Background: an optimization exercise with open tools, aiming at small area and a short achievable clock period. Do not read the settings as production practice.
In this exercise RTL edits were held to simulation tests only and were not proved equivalent to the original.

// DataPath16BitCpu_Clean
module DataPath16BitCpu_Clean(Clk,Reset,Restart,Ins,Mem_Out,PC,A,ALU_Out,B,MemWrite);
For scale: ~290 flip-flops, ~100 I/O pins, roughly 14,000 µm² of cells after synthesis.
==> flow/config.mk <==
export PLATFORM = sky130hd
export DESIGN_NAME = DataPath16BitCpu_Clean
export DESIGN_NICKNAME = DataPath16BitCpu_Clean
export VERILOG_FILES = /design/flow/design.v
export SDC_FILE = /design/flow/constraint.sdc
export NUM_CORES = 4
export LEC_CHECK = 0
export CAP_MARGIN = 20
export CORE_MARGIN = 2
export CORE_UTILIZATION = 55
export PLACE_DENSITY = 0.7
export SLEW_MARGIN = 20
==> flow/constraint.sdc <==
create_clock -name core_clock -period 14.0 [get_ports {Clk}]
set_input_delay 2.8000 -clock core_clock [delete_from_list [all_inputs] [get_ports {Clk}]]
set_output_delay 2.8000 -clock core_clock [all_outputs]
set_load 0.01 [all_outputs]
standard.sh (not shown) runs the stock make flow with config.mk's settings and CLKGATE_MAP_FILE= SYNTH_SCRIPT=/design/flow/synth_recipe.tcl, a recipe that flattens the netlist after the stock synthesis.
==> flow/flow/run.sh <==
#!/bin/bash
# Layout flow: the standard flow (standard.sh), with these changes.
#  Synthesis: the standard flow's synthesis script (flow/synth.tcl = synth_recipe.tcl plus
#    a wrapper around ABC). Modules on the input-to-output paths (RdPort,
#    AddrGen) are mapped for delay with flow/fast.abc; the rest is mapped for
#    area with flow/area.abc. Yosys's half/full-adder extraction is off.
#    Registers, their names and cell types are as in the standard synthesis.
#  Layout:
#    - port buffers are buf_1 cells (repair resizes them as needed);
#    - setup repair aims for a 5 ns slack margin;
#    - CTS uses clkbuf_4/clkbuf_8, sink clusters of up to 20 within 50 um,
#      and no dummy loads.
# Each step's full output goes to its own log file here.
set -euo pipefail
F=$(pwd)/flow
MY_ABC_SCRIPT=$F/area.abc MY_ABC_FAST_SCRIPT=$F/fast.abc MY_ABC_FAST_MODULES="RdPort AddrGen" \
  bash standard.sh SYNTH_SCRIPT=$F/synth.tcl ADDER_MAP_FILE= SYNTH_HIERARCHICAL=1 SYNTH_MINIMUM_KEEP_SIZE=0 \
  synth > synth.log 2>&1
bash standard.sh \
  "BUFFER_PORTS_ARGS=-buffer_cell sky130_fd_sc_hd__buf_1" \
  SETUP_SLACK_MARGIN=5 \
  "CTS_ARGS=-sink_clustering_enable -repair_clock_nets -dont_use_dummy_load -buf_list {sky130_fd_sc_hd__clkbuf_4 sky130_fd_sc_hd__clkbuf_8} -sink_clustering_size 20 -sink_clustering_max_diameter 50" \
  finish > layout.log 2>&1
Other scripts of this flow, unchanged in this note and not shown: flow/flow/area.abc, flow/flow/fast.abc, flow/flow/synth.tcl
The starting point finished with timing, DRC and antenna clean.
Next try:
==> flow/flow/run.sh (replaced) <==
#!/bin/bash
# Layout flow: the standard flow (standard.sh) with these changes:
#  - synthesis is the standard flow's synthesis script (flow/synth.tcl) with other ABC
#    mapping scripts: modules on the input-to-output paths (RdPort AddrGen Add16) are mapped
#    for delay (flow/fast.abc), the rest for area (flow/area.abc); the
#    half/full-adder extraction is off. Registers are unchanged.
#  - port buffers are plain buf_4 cells;
#  - setup repair aims for a slack margin of 5 ns.
# Each step's full output goes to its own log file here.
set -euo pipefail
F=$(pwd)/flow
MY_ABC_SCRIPT=$F/area.abc MY_ABC_FAST_SCRIPT=$F/fast.abc MY_ABC_FAST_MODULES="RdPort AddrGen Add16" \
  bash standard.sh SYNTH_SCRIPT=$F/synth.tcl ADDER_MAP_FILE= SYNTH_HIERARCHICAL=1 SYNTH_MINIMUM_KEEP_SIZE=0 synth > synth.log 2>&1
bash standard.sh "BUFFER_PORTS_ARGS=-buffer_cell sky130_fd_sc_hd__buf_4" SETUP_SLACK_MARGIN=5  "CTS_ARGS=-sink_clustering_enable -repair_clock_nets -dont_use_dummy_load -buf_list {sky130_fd_sc_hd__clkbuf_4 sky130_fd_sc_hd__clkbuf_8} -sink_clustering_size 20 -sink_clustering_max_diameter 50" "BUFFER_PORTS_ARGS=-buffer_cell sky130_fd_sc_hd__buf_2" finish > layout.log 2>&1
Settings changed: CORE_UTILIZATION 55 to 40, PLACE_DENSITY 0.7 to 0.6.
Effect:
- The changed run went through all stages and came out clean
- utilization fell by 16 points
- maximum frequency rose by 0.72%
- first-iteration DRC count rose by about 3%
- count of clock-buffer cells in the layout rose by 7

afterwards: timing with drivers on the ports:
Ports are ideal in the flow. The routed layouts listed here were re-timed in OpenROAD. Step 1 sets driving cells, clkbuf_16 on the clock port and buf_2 on the other inputs (assumed; they add their load-dependent delay and slew). Step 2 also shifts input and output timing later by t, the mid clock arrival at the registers, as if the neighbouring blocks saw the same clock. Three values: ideal ports, drivers, drivers and shift; two values: the first two.
run	t (ns)	setup slack, ns	hold WS [ns]	worst setup path at the end	worst slew at a driven data input, ns
the first run	0.619	5.113 / 5.090 / 4.567	0.514 / 0.514 / 0.514	input to register	0.05
the second run	0.580	5.177 / 5.154 / 4.766	0.496 / 0.496 / 0.496	input to register	0.06
After both steps setup and hold are still met in every run listed. For the first run, which loses most, drivers alone change the setup slack by -0.023 ns; drivers and shift together by -0.546 ns.
